This design comes from an exercise in tuning for small area and a short achievable clock period on the open sky130 flow, not from production work.
Where RTL was checked, it was by simulation tests only, not by an equivalence proof against the original.
No functional check of the RTL was part of runs 3 and 4.

===== flow/run.sh =====
#!/bin/bash
# synth_recipe.tcl (not shown) runs the flow's synth.tcl, then flattens the netlist and writes it again
# the make line also repeats each setting of config.mk as NAME=value (left out here)
make -C /OpenROAD-flow-scripts/flow DESIGN_CONFIG=/design/flow/config.mk WORK_HOME=/design/flow/orfs CLKGATE_MAP_FILE= SYNTH_SCRIPT=/design/flow/synth_recipe.tcl finish

===== flow/config.mk =====
export PLATFORM = sky130hd
export DESIGN_NAME = pr2_cpu
export DESIGN_NICKNAME = pr2_cpu
export VERILOG_FILES = /design/flow/design.v
export SDC_FILE = /design/flow/constraint.sdc
export NUM_CORES = 4
export LEC_CHECK = 0
export ABC_AREA = 1
export CAP_MARGIN = 20
export CORE_MARGIN = 2
export CORE_UTILIZATION = 40
export SLEW_MARGIN = 20

===== flow/constraint.sdc =====
create_clock -name core_clock -period 42.0 [get_ports {clk}]
set_input_delay 8.4000 -clock core_clock [delete_from_list [all_inputs] [get_ports {clk}]]
set_output_delay 8.4000 -clock core_clock [all_outputs]
set_load 0.01 [all_outputs]

===== flow/design.v =====
module div_steps #(parameter int JHI = 15, parameter int JLO = 0) (
	input  logic [15:0]      r_in,
	input  logic [JHI:JLO]   a,
	input  logic [15:0]      b,
	output logic [15:0]      r_out,
	output logic [JHI:JLO]   q
);
	logic [15:0] rr [JLO:JHI+1];
	assign rr[JHI+1] = r_in;
	for (genvar j = JHI; j >= JLO; j--) begin : st
		localparam int W = 16 - j;
		logic [W-1:0] t, d;
		logic         bo, hz;
		if (W == 1) begin : w1
			assign t = a[j];
		end else begin : wn
			assign t = {rr[j+1][W-2:0], a[j]};
		end
		assign {bo, d} = {1'b0, t} - {1'b0, b[W-1:0]};
		if (W == 16) begin : hz16
			assign hz = 1'b1;
		end else begin : hzn
			assign hz = ~|b[15:W];
		end
		assign q[j] = hz & ~bo;
		if (W == 16) begin : o16
			assign rr[j] = q[j] ? d : t;
		end else begin : on
			assign rr[j] = {{(16-W){1'b0}}, q[j] ? d : t};
		end
	end
	assign r_out = rr[JLO];
endmodule
module mul16 (
	input  logic [15:0] a, b,
	output logic [31:0] p
);
	logic [16:0] s [0:15];
	logic [15:0] c [0:15];
	assign s[0] = {1'b0, a & {16{b[0]}}};
	assign c[0] = 16'b0;
	assign p[0] = s[0][0];
	for (genvar i = 1; i < 16; i++) begin : row
		for (genvar j = 0; j < 16; j++) begin : col
			logic x, y, z;
			assign x = a[j] & b[i];
			assign y = s[i-1][j+1];
			assign z = c[i-1][j];
			assign s[i][j] = x ^ y ^ z;
			assign c[i][j] = (x & y) | (x & z) | (y & z);
		end
		assign s[i][16] = 1'b0;
		assign p[i] = s[i][0];
	end
	logic [16:0] fc;
	assign fc[0] = 1'b0;
	for (genvar j = 0; j < 16; j++) begin : fin
		logic x, y;
		assign x = s[15][j+1];
		assign y = c[15][j];
		assign p[16+j] = x ^ y ^ fc[j];
		assign fc[j+1] = (x & y) | (x & fc[j]) | (y & fc[j]);
	end
endmodule
module pr2_cpu(
	input  logic        clk,
	input  logic        rst,
	output logic [5:0]  pc,
	input  logic [17:0] instr,
	output logic [4:0]  dmem_addr,
	output logic [15:0] dmem_wdata,
	output logic        dmem_we,
	input  logic [15:0] dmem_rdata,
	input  logic        init_en,
	input  logic [3:0]  init_addr,
	input  logic [3:0]  init_data,
	input  logic [3:0]  dbg_addr,
	output logic [15:0] dbg_data
	);
	localparam int DK = 7;    
	logic [5:0] op;
	logic [3:0] rs, rt, rd;
	assign op = instr[17:12];
	assign rs = instr[11:8];
	assign rt = instr[7:4];
	assign rd = instr[3:0];
	logic cJ, cB1, cB2, cM, cI, cR, jump;
	assign cJ  = (op[5:1] == 5'b00000);    
	assign cB1 = (op[5:1] == 5'b00001);    
	assign cB2 = (op[5:2] == 4'b0001);     
	assign cM  = (op[5:3] == 3'b001);      
	assign cI  = (op[5:4] == 2'b01);       
	assign cR  = op[5];                    
	assign jump = cJ | (op[5:2] == 4'b1000);
	logic [15:0] regs [16];
	logic [15:0] RD1, RD2, WD;
	logic [3:0]  WA;
	assign RD1 = regs[rs];
	assign RD2 = regs[rt];
	assign dbg_data = regs[dbg_addr];
	for (genvar k = 0; k < 16; k++) begin : rf
		always_ff @(posedge clk)
			if (WA == k) regs[k] <= WD;
	end
	logic [15:0] SignImm, ZeroImm, CompImm, opb;
	assign SignImm = {{12{rd[3]}}, rd};
	assign ZeroImm = {12'b0, rd};
	assign CompImm = op[1] ? (op[0] ? {~rd, 12'hFFF} : {8'b0, rd, 4'b0}) : {4'b0, rd, 8'b0};
	assign opb = cR ? RD2 : ((op[2] & cI) ? ((op[3] | (op[0] & op[1])) ? CompImm : ZeroImm) : SignImm);
	logic [3:0]  F;
	logic [15:0] g, sum, lg, alu_out;
	logic        cout, ovs, slt;
	assign F = (op[3] & op[2]) ? 4'b0101 : op[3:0];
	assign g = F[1] ? ~opb : opb;
	assign {cout, sum} = {1'b0, RD1} + {1'b0, g} + {16'b0, F[1]};
	assign ovs = (sum[15] ^ RD1[15]) & ~(RD1[15] ^ g[15]);
	assign slt = F[0] ? ~cout : (ovs ? cout : sum[15]);
	always_comb
		case (F[1:0])
			2'b00: lg = RD1 & opb;
			2'b01: lg = RD1 | opb;
			2'b10: lg = RD1 ^ opb;
			default: lg = ~(RD1 | opb);
		endcase
	assign alu_out = F[2] ? lg : (F[3] ? {15'b0, slt} : sum);
	logic [15:0] sh_out;
	always_comb
		case (op[1:0])
			2'b00: sh_out = RD2 << RD1[3:0];
			2'b01: sh_out = RD2 >> RD1[3:0];
			default: sh_out = $signed(RD2) >>> RD1[3:0];
		endcase
	localparam logic [1:0] MD_RES = 2'd0, MD_MUL = 2'd1, MD_DIV = 2'd2;
	logic [1:0]  mode;
	logic [15:0] hr, lr, xr;
	logic [15:0] fH, fL, mH, mL, dR, dQl;
	logic [31:0] prod;
	mul16 mul (.a(hr), .b(lr), .p(prod));
	div_steps #(.JHI(15-DK), .JLO(0)) div2 (
		.r_in(hr), .a(lr[15:DK]), .b(xr), .r_out(dR), .q(dQl[15-DK:0]));
	assign dQl[15:16-DK] = lr[DK-1:0];
	always_comb
		case (mode)
			MD_MUL: begin fH = prod[31:16]; fL = prod[15:0]; end
			MD_DIV: begin fH = dR; fL = dQl; end
			default: begin fH = hr; fL = lr; end
		endcase
	logic [15:0] d1R;
	logic [15:16-DK] d1Q;
	div_steps #(.JHI(15), .JLO(16-DK)) div1 (
		.r_in(16'b0), .a(RD1[15:16-DK]), .b(RD2), .r_out(d1R), .q(d1Q));
	always_ff @(posedge clk) begin
		if (op[2]) begin
			if (op[0]) begin
				mode <= MD_RES; hr <= RD1; lr <= RD1;
			end else if (op[1]) begin
				mode <= MD_DIV; hr <= d1R; lr <= {RD1[15-DK:0], d1Q}; xr <= RD2;
			end else begin
				mode <= MD_MUL; hr <= RD1; lr <= RD2;
			end
		end else if (op[0]) begin
			mode <= MD_RES;
			if (op[1]) begin hr <= fH; lr <= RD1; end
			else       begin hr <= RD1; lr <= fL; end
		end
	end
	logic [15:0] mul_out;
	assign mul_out = op[1] ? fL : fH;
	logic [15:0] R_out;
	always_comb
		if (cI | (cR & op[4]))       R_out = alu_out;
		else if (cR & ~op[3])        R_out = sh_out;
		else if (cR)                 R_out = mul_out;
		else                         R_out = 16'b0;
	logic [5:0]  addr6;
	logic [15:0] MOut, ld, bsel;
	assign addr6 = RD1[5:0] + SignImm[5:0];
	assign MOut = dmem_rdata;
	assign dmem_addr = addr6[5:1];
	assign dmem_we = op[2] & cM;
	assign dmem_wdata = op[0] ? RD2 : (addr6[0] ? {RD2[7:0], MOut[15:8]} : {MOut[15:8], RD2[7:0]});
	assign bsel = addr6[0] ? {8'b0, MOut[15:8]} : {8'b0, MOut[7:0]};
	assign ld = op[0] ? MOut : {{8{bsel[7] & ~op[1]}}, bsel[7:0]};
	logic [5:0] pc1, pc_next;
	logic       taken, eq, lez;
	assign pc1 = pc + 6'd1;
	assign eq  = (RD1 == RD2);
	assign lez = RD1[15] | (RD1 == 16'b0);
	assign taken = (cB1 & (op[0] ^ RD1[15])) |
	               (cB2 & (op[0] ^ (op[1] ? lez : eq)));
	assign pc_next = taken ? (pc1 + SignImm[5:0]) : (jump ? (cR ? RD1[5:0] : instr[5:0]) : pc1);
	always_ff @(posedge clk)
		if (rst) pc <= 6'd0;
		else if (!init_en) pc <= pc_next;
	always_comb begin
		if (init_en) begin
			WA = init_addr;
			WD = {12'b0, init_data};
		end else begin
			WA = jump ? 4'd15 : (cR ? rd : rt);
			WD = cM ? ld : ((jump & op[0]) ? {10'b0, pc1} : R_out);
		end
	end
endmodule

==> results of run 1 <==
==> how the worst min path moves through the flow <==
stage               endpoint  cells after the start
CTS                    pc[5]                      2
floorplan              pc[5]                      2
detailed placement     pc[5]                      2
global placement       pc[5]                      2
finish                 pc[5]                      2
global route           pc[5]                      2
==> metrics by stage <==
step | instances | utilization [%]
final | 6352 | 44.2
after global routing | 6350 | 44.2
after CTS | 6348 | 44.2
after detailed placement | 6288 | 42.9
after global placement | 6288 | 42.9
after floorplan | 5102 | -
==> layout make-up <==
cell class / count / area (µm²) / area share [%]
diodes: 2 / 5.00 / 0.0124
clock buffers: 46 / 981 / 2.42
clock inverters: 14 / 148 / 0.365
inverters: 907 / 3400 / 8.41
multi-input cells: 3705 / 23500 / 58.2
flip-flops and latches: 312 / 9310 / 23.0
well taps: 1186 / 1480 / 3.67
repair buffers: 180 / 1580 / 3.91
==> worst reg2reg max path: cells and delay by family (launching register included) <==
family	cells	cell delay, ns
buffers and inverters	13	2.54
and+or+nand+nor	57	8.75
DFF	1	0.77
AOI/OAI and AO/OA	21	5.04
adders and majority gates	9	3.33
==> synth_stat cells (24+ instances only) <==
master,n,area [µm²]
nand4_1,28,175
o2111ai_1,46,403
o22ai_1,158,988
a211oi_1,31,233
fa_1,242,4840
edfxtp_1,306,9190
o221ai_1,29,254
nor3_1,39,195
a31oi_1,26,163
xor2_1,93,815
or2_2,24,150
nand2_1,1421,5330
nor2_1,315,1180
buf_2,24,120
o211ai_1,49,368
o21ai_0,281,1410
ha_1,212,2650
inv_2,25,93.8
o21ai_1,35,175
inv_1,867,3250
xnor2_1,25,219
a21oi_1,235,1180
clkbuf_1,118,443
nand3_1,216,1080
==> sequential cells by signal, indices dropped and copies added, names as in the netlist <==
signal  cells
regs      256
hr         16
lr         16
xr         16
pc          6
mode        2
==> layout by cell type, fill, tap and decap left out, types with 11 or more instances in the layout <==
cell type and n:
clkinv_1 18, a2111oi_0 16, a211oi_1 31, nor2_4 16
inv_1 866, a21oi_1 231, or2_2 24, nand2_1 1421
o221ai_1 29, xor2_1 93, nor4_1 18, o21ai_0 281
clkdlybuf4s50_1 92, nand2_2 17, fa_1 242, ha_1 212
o211ai_1 49, nor2_1 289, o2111ai_1 46, nand3_1 216
o21ai_2 14, nand4_1 28, o21bai_1 11, edfxtp_1 306
o21a_1 13, o21ai_1 34, a31oi_1 26, buf_4 87
o22ai_1 158, nor3_1 39, inv_2 26, xnor2_1 25
nor2_2 24, clkbuf_16 38
==> kinds of logic (layout without fill, tap and decap cells) <==
kind of cell	Yosys count	in the layout	synth area share, %
adders and majority gates	454	454	20.3
buffers and inverters	1085	1147	11.3
xor gates and xnor gates	118	118	2.80
and+or+nand+nor	2120	2120	23.5
other	0	2	0
muxes	1	1	0.0272
AOI/OAI and AO/OA	1012	1012	16.8
DFF	312	312	25.3
==> layer usage <==
layer  GRT usage [%]  share of wire, %  vias to the layer above
met1            47.5                41                    17900
met5               0             0.017                        -
met4            17.1               5.8                        4
li1                -                 -                    16800
met3            7.67                11                      530
met2            52.6                42                     2337
==> run_results.csv, run 1 <==
group,metric,value,unit
run_status,status,"complete, no violations",
placement,placed_area,39300,µm²
critical_path,critPathArrivalTime,13.69,ns
critical_path,timing.critical_path.required,33.60,ns
detailed_routing,first_pass_iters,8,
yosys,synth_seq_cells,312,
yosys,synth.distinct_cells,63,
clock_tree,post_cts_resized,0,
global_route,grt_overflow,0,
sta,rsz0062_at_grt,"false",
detailed_routing,route.detailed.drc,0,
sta,slew_headroom,12.9,%
critical_path,r2r_cells,100,
detailed_routing,vias,37600,
floorplan,die_area,94600,µm²
clock_tree,clockBufferDepth,3,
placement,gp_congestion,1.02,
yosys,syn_nets,5605,
sta,fmax,45.3,MHz
clock_tree,insertion_delay,0.58,ns
sta,worstMarginPinSlew,1.30,ns
yosys,avgSynthCellArea,7.23,µm²
critical_path,crit_end,"dmem_wdata[1]",
run,cap_violations,0,
critical_path,path_class,"input pin to output pin",
critical_path,critPathMaxStageDelay,0.77,ns
sta,finalCriticalPeriod,22.09,ns
yosys,yosys_most_used_dff,"edfxtp_1",
critical_path,crit_buf_inv,7,
detailed_routing,ant_nets,0,
clock_tree,cts_inserted_buffers,36,
yosys,yosysWarnings,9,
final_layout,final_nets,5645,
critical_path,rr_startpoint,"hr[0]",
critical_path,crit_chain,"clkdlybuf4s50_1 > nand2_1 > inv_1 > nand2_1 > inv_1 > nand2_1 > nand2_1 > nor2_1 > nand4_1 > nand2_1 > buf_4 > inv_2 > ha_1 > clkinv_1 > nor2_1 > nand2_1 > o21ai_0 > clkdlybuf4s50_1",
critical_path,timing.rr.end,"regs[0][1]",
final_layout,n_fill_cell,9443,
critical_path,crit_start,"instr[9]",
sta,hold_violations,0,
detailed_routing,via_per_inst,5.92,
critical_path,slowest_stage,"nor2_1",
yosys,synth-edff-count,306,
clock_tree,clk_pin_slew_worst_paths,0.05,ns
critical_path,cp_max_fo,23,
critical_path,path_delay_family,"buffers and inverters",
yosys,syn_inst,5102,
critical_path,crit_path_end_kind,"output pin",
final_layout,design_area,40500,µm²
global_route,grt_pass1_vias,35900,
final_layout,syn_to_final_growth,9.75,%
clock_tree,root_buffer,"clkbuf_16",
yosys,seq_area_frac_synth,25.3,%
yosys,synth.cell_area,36900,µm²
critical_path,cp.depth,18,
floorplan,initial_core_util,40.3,%
floorplan,fp.dieH,308,µm
detailed_routing,wl,168000,µm
placement,portBuffers,92,
detailed_routing,routedWlPerCell,26.4,µm
global_route,grt_start_max_net_pins,36,
placement,dp_hpwl,125000,µm
sta,fin_worst_skew,0.0256,ns
hold_path,hp-start,"pc[5]",
sta,setup_violations,0,
clock_tree,tritoncts,"done",
clock_tree,cts.sinks,312,
sta,fin_crit_sh,52.6,%
hold_path,hp-class,"register to register",
floorplan,core,91500,µm²
critical_path,path_common_cell,"nand2_1",
global_route,grt_usage,35.0,%
sta,fin_ws,19.91,ns
floorplan,rows,111,
sta,tns,0,ns
yosys,async_reset_ff_share,0,%
clock_tree,cts_max_level,2,
clock_tree,cts_hold_buf,0,
critical_path,cp-start-kind,"input pin",
placement,dp_slack,20.04,ns
clock_tree,post-cts-setup-buffers,0,
global_route,antenna_found_initial,5,
floorplan,die_x,308,µm
detailed_routing,dr.first_iter.drc_count,5024,
final_layout,layout-drive-gt1-share,5.29,%
global_route,grt_pass1_wl,243000,µm
sta,timing.hold.ws,0.608,ns
floorplan,pin_count,93,
sta,maxSlewViolCount,0,
critical_path,reg2reg_slack,21.28,ns
==> run 2, diff against run 1 <==
==> flow/flow/run.sh (new file) <==
#!/bin/bash
# Standard layout, with timing repair asked to leave extra setup slack so that
# the resizer keeps improving paths beyond what the 42 ns clock requires.
set -euo pipefail
bash standard.sh SETUP_SLACK_MARGIN=20 finish > orfs_flow.log 2>&1
==> flow/standard.sh (new file) <==
#!/bin/bash
# synth_recipe.tcl (not shown) runs the flow's synth.tcl, then flattens the netlist and writes it again
# the make line also repeats each setting of config.mk as NAME=value (left out here)
make -C /OpenROAD-flow-scripts/flow DESIGN_CONFIG=/design/flow/config.mk WORK_HOME=/design/flow/orfs CLKGATE_MAP_FILE= SYNTH_SCRIPT=/design/flow/synth_recipe.tcl "${@:-finish}"
removed: flow/run.sh
==> run 2 against run 1 <==
Still clean on timing, DRC and antenna. Maximum frequency up 1.4%. First-iteration DRC count decreased by 1.8%. Synthesized cell count unchanged. Register-to-register slack improved by 0.94 ns. Sequential cell count did not move. Setup slack better by 0.31 ns. Clock skew grew 0.0038 ns. Via count fell by 0.12%. Critical path type unchanged. Critical endpoint is now dmem_addr[4]. Largest cell class unchanged. Highest routed layer unchanged.
==> run_results.csv, run 2 <==
group,metric,value,unit
yosys,yosysMostFrequentCell,"nand2_1",
yosys,synth.cell_area,36900,µm²
sta,setup_violations,0,
yosys,synth_top_area_cell,"edfxtp_1",
yosys,seq_area_frac_synth,25.3,%
critical_path,cp-start-kind,"input pin",
floorplan,fp.dieH,308,µm
critical_path,cp_max_fo,35,
yosys,syn_inst,5102,
final_layout,design_area,40500,µm²
hold_path,hp-class,"register to register",
sta,fin_crit_sh,51.9,%
yosys,synth_xor_area_share,2.80,%
floorplan,die_x,308,µm
yosys,async_reset_ff_share,0,%
clock_tree,clockBufferDepth,3,
placement,portBuffers,92,
placement,placed_area,39300,µm²
yosys,synth_top_area_share,24.9,%
sta,maxSlewViolCount,0,
sta,fin_worst_skew,0.0293,ns
sta,fmax,45.9,MHz
critical_path,path_class,"input pin to output pin",
global_route,grt_usage,35.0,%
floorplan,initial_core_util,40.3,%
yosys,synth-edff-count,306,
yosys,synth_seq_cells,312,
clock_tree,cts_max_level,2,
sta,tns,0,ns
yosys,avgSynthCellArea,7.23,µm²
sta,finalCriticalPeriod,21.78,ns
yosys,synth_top_family_by_area,"simple AND/OR/NAND/NOR gates",
detailed_routing,ant_nets,0,
floorplan,die_area,94600,µm²
global_route,grt_pass1_wl,243000,µm
floorplan,pin_count,93,
critical_path,crit_path_end_kind,"output pin",
final_layout,layout-drive-gt1-share,5.38,%
detailed_routing,first_pass_iters,8,
global_route,grt_pass1_vias,35900,
clock_tree,cts.sinks,312,
detailed_routing,routedWlPerCell,26.5,µm
final_layout,n_fill_cell,9444,
detailed_routing,wl,168000,µm
yosys,yosysWarnings,9,
detailed_routing,vias,37600,
yosys,synth.distinct_cells,63,
detailed_routing,dr.first_iter.drc_count,4933,
critical_path,timing.critical_path.required,33.60,ns
sta,slew_headroom,14.7,%
final_layout,layout_commonest_cell,"nand2_1",
placement,gp_congestion,1.02,
yosys,yosys_most_used_dff,"edfxtp_1",
yosys,synth_common_cells,"1,421 x nand2_1, 867 x inv_1, 315 x nor2_1, 306 x edfxtp_1, 281 x o21ai_0",
yosys,syn_nets,5605,
critical_path,critPathArrivalTime,13.38,ns
sta,hold_violations,0,
final_layout,top_register,"regs",
run,cap_violations,0,
global_route,antenna_found_initial,4,
sta,rsz0062_at_grt,"false",
floorplan,core,91500,µm²
placement,dp_hpwl,125000,µm
detailed_routing,route.detailed.drc,0,
yosys,synth-simple-area-share,23.5,%
yosys,synth-compound-area-share,16.8,%
yosys,synth_area_leaders,"edfxtp_1 25%, nand2_1 14%, fa_1 13%, inv_1 8.8%, ha_1 7.2%",
final_layout,final_nets,5645,
sta,worstMarginPinSlew,1.28,ns
floorplan,rows,111,
run_status,status,"complete, no violations",
clock_tree,clk_pin_slew_worst_paths,0.05,ns
clock_tree,cts_hold_buf,0,
clock_tree,cts_inserted_buffers,36,
clock_tree,insertion_delay,0.58,ns
yosys,synthAdderAreaFrac,20.3,%
clock_tree,tritoncts,"done",
global_route,grt_overflow,0,
detailed_routing,via_per_inst,5.92,
yosys,synthMuxAreaShare,0.0272,%
final_layout,syn_to_final_growth,9.82,%
global_route,grt_start_max_net_pins,36,
clock_tree,root_buffer,"clkbuf_16",
final_layout,largest_reg_flops,256,
final_layout,final_cell_mix,"1,418 x nand2_1, 866 x inv_1, 306 x edfxtp_1, 287 x nor2_1, 278 x o21ai_0",
-- run 2: through the flow --
stage / worst slack, ns / utilization, % / hold WS [ns] / cells
floorplan: 22.54 / - / 0.580 / 5102
global placement: 20.19 / 42.9 / 0.566 / 6288
detailed placement: 20.04 / 42.9 / 0.584 / 6288
CTS: 20.02 / 44.2 / 0.601 / 6348
global route: 20.00 / 44.2 / 0.610 / 6350
finish: 20.22 / 44.2 / 0.635 / 6351
-- run 2: worst paths after layout --
check	start	end	slack, ns	cells past startpoint
worst max-delay path	instr[11]	dmem_addr[4]	20.22	21
worst min-delay path	pc[2]	pc[2]	0.63	2
worst max register to register	hr[0]	regs[14][0]	22.22	98
worst min register to register	pc[2]	pc[2]	0.63	2
-- run 2: kinds of logic (layout without fill, tap and decap cells) --
| family | Yosys count | in the layout |
|---|---|---|
| XOR/XNOR | 118 | 118 |
| multiplexers | 1 | 1 |
| buffers and inverters | 1085 | 1147 |
| AO/OA/AOI/OAI | 1012 | 1012 |
| flip-flops | 312 | 312 |
| AND/OR/NAND/NOR | 2120 | 2120 |
| other | 0 | 1 |
| adder cells (fa/ha/maj) | 454 | 454 |
-- run 2: metal layers --
metal | global-route usage (%) | wire [µm]
met1 | 47.5 | 68500
met4 | 17.1 | 10100
met5 | 0 | 24
met2 | 52.6 | 70900
met3 | 7.67 | 18500
-- run 2: timing repair --
item                       in CTS  in global routing
hold endpoints to repair        0                  0
setup endpoints to repair       0                261
resized for setup               0                 10
setup buffers                   0                  0
-- run 2: cell type report --
cell class / instances / area, µm² / share of cell area [%]
Sequential cell: 312 / 9310 / 23.0
Timing Repair Buffer: 180 / 1580 / 3.91
Tap cell: 1186 / 1480 / 3.67
Antenna cell: 1 / 2.50 / 0.00618
Inverter: 907 / 3400 / 8.41
Clock inverter: 14 / 148 / 0.365
Clock buffer: 46 / 981 / 2.42
Multi-Input combinational cell: 3705 / 23600 / 58.2
-- run 2: critical path, cell delays in order --
cell             delay [ns]
clkdlybuf4s50_1        0.55
nand2_1                0.17
nor2_2                 0.49
inv_1                  0.53
o22ai_1                0.25
nor2_1                 0.07
nand4_1                0.10
o21ai_2                0.06
buf_4                  0.27
inv_2                  0.41
ha_1                   0.36
a21oi_1                0.17
inv_1                  0.05
a31oi_1                0.23
nor2_1                 0.06
o21ai_0                0.15
nand2_1                0.08
xor2_1                 0.16
xnor2_1                0.14
inv_1                  0.06
clkdlybuf4s50_1        0.53
==> run 3, diff against run 2 <==
--- a/flow/design.v
+++ b/flow/design.v
@@ -32,35 +32,4 @@
 	assign r_out = rr[JLO];
 endmodule
-module mul16 (
-	input  logic [15:0] a, b,
-	output logic [31:0] p
-);
-	logic [16:0] s [0:15];
-	logic [15:0] c [0:15];
-	assign s[0] = {1'b0, a & {16{b[0]}}};
-	assign c[0] = 16'b0;
-	assign p[0] = s[0][0];
-	for (genvar i = 1; i < 16; i++) begin : row
-		for (genvar j = 0; j < 16; j++) begin : col
-			logic x, y, z;
-			assign x = a[j] & b[i];
-			assign y = s[i-1][j+1];
-			assign z = c[i-1][j];
-			assign s[i][j] = x ^ y ^ z;
-			assign c[i][j] = (x & y) | (x & z) | (y & z);
-		end
-		assign s[i][16] = 1'b0;
-		assign p[i] = s[i][0];
-	end
-	logic [16:0] fc;
-	assign fc[0] = 1'b0;
-	for (genvar j = 0; j < 16; j++) begin : fin
-		logic x, y;
-		assign x = s[15][j+1];
-		assign y = c[15][j];
-		assign p[16+j] = x ^ y ^ fc[j];
-		assign fc[j+1] = (x & y) | (x & fc[j]) | (y & fc[j]);
-	end
-endmodule
 module pr2_cpu(
 	input  logic        clk,
@@ -78,5 +47,5 @@
 	output logic [15:0] dbg_data
 	);
-	localparam int DK = 7;    
+	localparam int DK = 6;    
 	logic [5:0] op;
 	logic [3:0] rs, rt, rd;
@@ -136,5 +105,5 @@
 	logic [15:0] fH, fL, mH, mL, dR, dQl;
 	logic [31:0] prod;
-	mul16 mul (.a(hr), .b(lr), .p(prod));
+	assign prod = hr * lr;
 	div_steps #(.JHI(15-DK), .JLO(0)) div2 (
 		.r_in(hr), .a(lr[15:DK]), .b(xr), .r_out(dR), .q(dQl[15-DK:0]));
==> flow/run.sh (new file) <==
#!/bin/bash
# synth_recipe.tcl (not shown) runs the flow's synth.tcl, then flattens the netlist and writes it again
# the make line also repeats each setting of config.mk as NAME=value (left out here)
make -C /OpenROAD-flow-scripts/flow DESIGN_CONFIG=/design/flow/config.mk WORK_HOME=/design/flow/orfs CLKGATE_MAP_FILE= SYNTH_SCRIPT=/design/flow/synth_recipe.tcl finish
--- a/flow/config.mk
+++ b/flow/config.mk
@@ -6,5 +6,4 @@
 export NUM_CORES = 4
 export LEC_CHECK = 0
-export ABC_AREA = 1
 export CAP_MARGIN = 20
 export CORE_MARGIN = 2
removed: flow/flow/run.sh
removed: flow/standard.sh
==> run 3 against run 2 <==
Die area grew 8.9%. Largest cell class unchanged. First-iteration DRC count grew 13%. Non-clock buffer count grew 52. Highest routed layer is now met4. Critical endpoint is now regs[3][5]. Still clean on timing, DRC and antenna. Global-route usage shrank 1.8 points. Synthesized area grew 9.0%.
==> run_results.csv, run 3 <==
group,metric,value,unit
placement,dp_hpwl,124000,µm
detailed_routing,vias,39900,
clock_tree,clk_pin_slew_worst_paths,0.07,ns
sta,worstMarginPinSlew,1.34,ns
final_layout,layout-drive-gt1-share,8.28,%
clock_tree,cts.sinks,312,
floorplan,die_x,321,µm
placement,dpl.cell_count,5886,
global_route,grt_usage,33.1,%
critical_path,timing.critical_path.required,42.20,ns
yosys,synth_top_area_share,22.9,%
global_route,grt_pass1_wl,255000,µm
detailed_routing,via_per_inst,6.70,
yosys,yosysMostFrequentCell,"nand2_1",
yosys,synth_top_area_cell,"edfxtp_1",
final_layout,largest_reg_flops,256,
floorplan,rows,116,
final_layout,final_nets,5187,
global_route,grt_start_max_net_pins,67,
clock_tree,post_cts_resized,0,
critical_path,path_common_cell,"ha_1",
sta,rsz0062_at_grt,"false",
clock_tree,insertion_delay,0.58,ns
clock_tree,clockBufferDepth,3,
sta,fin_ws,15.96,ns
sta,setup_violations,0,
critical_path,path_class,"register to register",
final_layout,final_cell_mix,"423 x nand2_1, 395 x inv_1, 306 x edfxtp_1, 301 x nor2_1, 300 x ha_1",
floorplan,pin_count,93,
floorplan,initial_core_util,40.2,%
global_route,grt_pass1_vias,37800,
critical_path,critPathMaxStageDelay,0.89,ns
detailed_routing,dr.first_iter.drc_count,5592,
detailed_routing,wl,176000,µm
final_layout,post-route-util,44.0,%
floorplan,core,99900,µm²
global_route,antenna_found_initial,4,
critical_path,crit_path_end_kind,"register",
critical_path,path_delay_family,"compound AO/OA/AOI/OAI gates",
critical_path,cp-start-kind,"register",
detailed_routing,wl_met1,68700,µm
yosys,syn_inst,4638,
detailed_routing,wl_met3,20800,µm
clock_tree,post-cts-setup-buffers,0,
yosys,synth.cell_area,40200,µm²
yosys,yosys_most_used_dff,"edfxtp_1",
final_layout,syn_to_final_growth,9.32,%
detailed_routing,dr_wl_met2,74600,µm
critical_path,critPathArrivalTime,26.24,ns
sta,slew_headroom,10.8,%
yosys,syn_nets,5199,
placement,gp_congestion,1.03,
floorplan,fp.dieH,321,µm
yosys,synth_common_cells,"423 x nand2_1, 395 x inv_1, 317 x nor2_1, 306 x edfxtp_1, 300 x ha_1",
run,cap_violations,0,
yosys,yosysWarnings,6,
yosys,async_reset_ff_share,0,%
detailed_routing,top_layer,"met4",
sta,hold_violations,0,
clock_tree,root_buffer,"clkbuf_16",
yosys,synth_area_leaders,"edfxtp_1 23%, fa_1 11%, ha_1 9.3%, nand2_1 4.0%, inv_1 3.7%",
placement,dp_slack,16.52,ns
yosys,avgSynthCellArea,8.66,µm²
yosys,synth_seq_cells,312,
detailed_routing,routedWlPerCell,29.5,µm
critical_path,cp_max_fo,20,
critical_path,crit_buf_inv,5,
yosys,synth-edff-count,306,
final_layout,layout_commonest_cell,"nand2_1",
detailed_routing,route.detailed.drc,0,
sta,fmax,38.4,MHz
sta,tns,0,ns
hold_path,hp-class,"register to register",
placement,portBuffers,92,
clock_tree,cts_max_level,2,
final_layout,top_register,"regs",
critical_path,slowest_stage,"a221oi_2",
sta,maxSlewViolCount,0,
global_route,grt_overflow,0,
yosys,seq_area_frac_synth,23.2,%
clock_tree,cts_inserted_buffers,36,
floorplan,die_area,103000,µm²
clock_tree,cts_hold_buf,0,
detailed_routing,ant_nets,0,
final_layout,final_cells,5952,
run_status,status,"complete, no violations",
sta,finalCriticalPeriod,26.04,ns
yosys,synth.distinct_cells,117,
detailed_routing,first_pass_iters,9,
clock_tree,tritoncts,"done",
sta,fin_crit_sh,62.0,%
sta,fin_worst_skew,0.0498,ns
run 3: final cells by class:
cell class                 count  area [µm²]
inverter                     403        1510
multi-input combinational   3641       28300
fill                        9800       55900
tap                         1298        1620
timing repair buffer         232        1920
clock inverter                22         305
antenna                        2        5.00
sequential                   312        9310
clock buffer                  42         945
run 3: layer usage:
metal	global-route usage, %	vias to the layer above
met5	0	-
met4	17.9	0
met3	7.83	691
met2	50.1	2807
met1	43.8	19300
li1	-	17100
run 3: path summary, 6_finish.rpt:
kind / start / end / slack [ns] / cells past startpoint
worst min-delay path: pc[5] / pc[5] / 0.52 / 2
worst max-delay path: xr[1] / regs[3][5] / 15.96 / 78
worst max register to register: xr[1] / regs[3][5] / 15.96 / 78
worst min register to register: pc[5] / pc[5] / 0.52 / 2
run 3: tightest hold or removal path: cells and delay by family, from the launching register on:
family,cells,cell delay (ns)
compound gates,1,0.05
simple gates,1,0.09
flops,1,0.33
run 3: stage by stage:
stage                     hold WS (ns)  instance area (µm²)
after floorplan                  0.522                40200
after global placement           0.510                42600
after detailed placement         0.515                42600
after CTS                        0.527                43900
after global routing             0.550                43900
final                            0.525                43900
run 3: logic make-up after synthesis:
kind of cell	synth area share [%]
mux	4.54
flops	23.2
xor+xnor	3.34
buf+inv	6.97
simple gates	17.1
fa+ha+maj	19.9
compound gates	25.0
==> run 4, diff against run 3 <==
--- a/flow/config.mk
+++ b/flow/config.mk
@@ -6,4 +6,5 @@
 export NUM_CORES = 4
 export LEC_CHECK = 0
+export ABC_AREA = 1
 export CAP_MARGIN = 20
 export CORE_MARGIN = 2
==> run 4 against run 3 <==
Critical endpoint is now regs[2][1]. Synthesized area fell by 4.6%. Die area decreased by 4.5%. First-iteration DRC count up 4.2%. Non-clock buffer count shrank 25. Sequential share of layout area rose by 0.78 points. Register-to-register slack better by 3.0 ns. Sequential cell count stayed put. Via count up 0.17%.
==> run_results.csv, run 4 <==
group,metric,value,unit
sta,timing.hold.ws,0.579,ns
floorplan,die_area,98300,µm²
detailed_routing,first_pass_iters,10,
critical_path,path_common_cell,"nand2_1",
critical_path,cp_max_fo,22,
yosys,synth_seq_cells,312,
yosys,synth-simple-area-share,23.1,%
yosys,syn_nets,5853,
hold_path,hp-class,"register to register",
critical_path,critPathArrivalTime,23.33,ns
critical_path,path_delay_family,"simple AND/OR/NAND/NOR gates",
yosys,avgSynthCellArea,7.24,µm²
clock_tree,post_cts_resized,0,
critical_path,cp-start-kind,"register",
critical_path,reg2reg_slack,18.94,ns
critical_path,crit_path_end_kind,"register",
global_route,grt_pass1_vias,37700,
sta,slew_headroom,13.0,%
critical_path,timing.critical_path.required,42.27,ns
critical_path,timing.rr.end,"regs[2][1]",
yosys,synth_top_family_by_area,"simple AND/OR/NAND/NOR gates",
final_layout,syn_to_final_growth,10.5,%
sta,fin_worst_skew,0.0244,ns
yosys,synth.cell_area,38300,µm²
floorplan,initial_core_util,40.3,%
sta,setup_violations,0,
clock_tree,cts.sinks,312,
sta,maxSlewViolCount,0,
global_route,grt_start_max_net_pins,48,
final_layout,layout_commonest_cell,"nand2_1",
run,cap_violations,0,
critical_path,rr_startpoint,"xr[1]",
run_status,status,"complete, no violations",
hold_path,whs_endpoint,"pc[5]",
yosys,yosys_most_used_dff,"edfxtp_1",
sta,rsz0062_at_grt,"false",
sta,finalCriticalPeriod,23.06,ns
critical_path,r2r_cells,109,
yosys,synthMuxAreaShare,0,%
hold_path,hold_depth,4,
final_layout,n_fill_cell,9825,
clock_tree,post-cts-setup-buffers,0,
critical_path,cp.depth,109,
yosys,seq_area_frac_synth,24.3,%
clock_tree,cts_inserted_buffers,38,
hold_path,hp-start,"pc[5]",
clock_tree,tritoncts,"done",
critical_path,path_class,"register to register",
sta,fmax,43.4,MHz
yosys,synth-edff-count,306,
floorplan,core,95000,µm²
sta,worstMarginPinSlew,1.29,ns
critical_path,slowest_stage,"nor2_1",
placement,gp_congestion,1.08,
final_layout,top_register,"regs",
yosys,synth-compound-area-share,18.1,%
clock_tree,insertion_delay,0.59,ns
yosys,synth_top_area_cell,"edfxtp_1",
detailed_routing,routedWlPerCell,25.2,µm
yosys,yosysWarnings,6,
yosys,synth_xor_area_share,2.56,%
yosys,synthAdderAreaFrac,20.9,%
clock_tree,clockBufferDepth,3,
detailed_routing,wl,168000,µm
detailed_routing,vias,40000,
floorplan,fp.dieH,314,µm
clock_tree,root_buffer,"clkbuf_16",
detailed_routing,via_per_inst,6.01,
yosys,yosysMostFrequentCell,"nand2_1",
yosys,syn_inst,5292,
floorplan,die_x,314,µm
critical_path,critPathMaxStageDelay,0.71,ns
floorplan,pin_count,93,
detailed_routing,ant_nets,0,
placement,portBuffers,92,
yosys,async_reset_ff_share,0,%
yosys,synth_area_leaders,"edfxtp_1 24%, nand2_1 13%, fa_1 11%, ha_1 9.8%, inv_1 8.5%",
final_layout,layout-drive-gt1-share,6.19,%
clock_tree,clk_pin_slew_worst_paths,0.07,ns
final_layout,largest_reg_flops,256,
sta,tns,0,ns
yosys,synth.distinct_cells,66,
detailed_routing,dr.first_iter.drc_count,5829,
final_layout,final_nets,5910,
yosys,synth_top_area_share,24.0,%
global_route,grt_usage,33.4,%
global_route,grt_overflow,0,
clock_tree,cts_hold_buf,0,
detailed_routing,route.detailed.drc,0,
sta,hold_violations,0,
clock_tree,cts_max_level,2,
final_layout,final_cell_mix,"1,352 x nand2_1, 866 x inv_1, 315 x o21ai_0, 306 x edfxtp_1, 300 x ha_1",
yosys,synth_common_cells,"1,352 x nand2_1, 866 x inv_1, 317 x o21ai_0, 306 x edfxtp_1, 302 x a21oi_1",
critical_path,crit_buf_inv,14,
global_route,antenna_found_initial,5,
global_route,grt_pass1_wl,246000,µm
placement,dp_hpwl,124000,µm
sta,fin_crit_sh,54.9,%
floorplan,rows,113,
## run 4: how the worst max path moves through the flow
stage / start / to
after floorplan: instr[10] / dmem_addr[4]
after global placement: xr[1] / regs[9][7]
after detailed placement: xr[1] / regs[10][11]
after CTS: xr[1] / regs[7][11]
after global routing: xr[1] / regs[8][13]
final: xr[1] / regs[2][1]
## run 4: layout make-up
| class | count | area (µm²) | area share (%) |
|---|---|---|---|
| antenna | 5 | 12.5 | 0.0295 |
| clock buffer | 41 | 962 | 2.27 |
| clock inverter | 27 | 387 | 0.913 |
| inverter | 916 | 3450 | 8.14 |
| multi-input combinational | 3874 | 24900 | 58.7 |
| sequential | 312 | 9310 | 22.0 |
| tap | 1265 | 1580 | 3.74 |
| timing repair buffer | 207 | 1780 | 4.21 |
## run 4: worst min-delay path, stage by stage, from the launching register on
cell	delay (ns)
dfxtp_1	0.31
inv_1	0.08
a21oi_1	0.06
nand2_1	0.06
inv_1	0.03
## run 4: through the flow
step / cell area (µm²) / instances / worst slack (ns) / utilization (%)
floorplan: 38300 / 5292 / 22.32 / -
global placement: 41000 / 6574 / 19.77 / 43.1
detailed placement: 41000 / 6574 / 19.30 / 43.1
CTS: 42300 / 6642 / 19.23 / 44.6
global route: 42300 / 6642 / 16.65 / 44.6
finish: 42400 / 6647 / 18.94 / 44.6
## run 4: logic make-up (layout without fill, tap and decap cells)
| kind of cell | after synthesis | count (layout) |
|---|---|---|
| AO/OA/AOI/OAI | 1145 | 1145 |
| flip-flops | 312 | 312 |
| buffers and inverters | 1106 | 1191 |
| other | 0 | 5 |
| XOR/XNOR | 112 | 112 |
| AND/OR/NAND/NOR | 2105 | 2105 |
| adder cells (fa/ha/maj) | 512 | 512 |
## run 4: metal layers
metal / wire (µm) / up-vias / global-route usage, % / part of all wire (%)
met4: 8600 / 2 / 13.9 / 5.1
met1: 70000 / 18800 / 47.3 / 42
li1: - / 17800 / - / -
met2: 67900 / 2735 / 48.1 / 40
met5: 13 / - / 0 / 0.0077
met3: 21300 / 593 / 8.68 / 13

-- what the ideal ports hide --
The results above use ideal ports. As a check the final layouts listed here were re-extracted and re-timed, cells and wires unchanged. Step 1 assumes that a clkbuf_16 drives the clock port and a buf_2 every other input. Step 2 also shifts input and output timing later by t, the mid clock arrival at the registers, as if the neighbouring blocks saw the same clock. Slacks: no drivers / after step 1 / after step 2; pairs: no drivers / after step 1.
run	t (ns)	setup WS [ns]	worst setup path at the end
run 1	0.631	19.908 / 19.866 / 19.866	input to output
run 2	0.631	20.222 / 20.162 / 20.162	input to output
run 3	0.619	15.961 / 15.961 / 15.961	register to register
run 4	0.632	18.940 / 18.940 / 18.940	register to register
After both steps setup and hold are still met in every run listed. For run 2, which loses most, drivers alone change the setup slack by -0.060 ns; drivers and shift together by -0.060 ns.
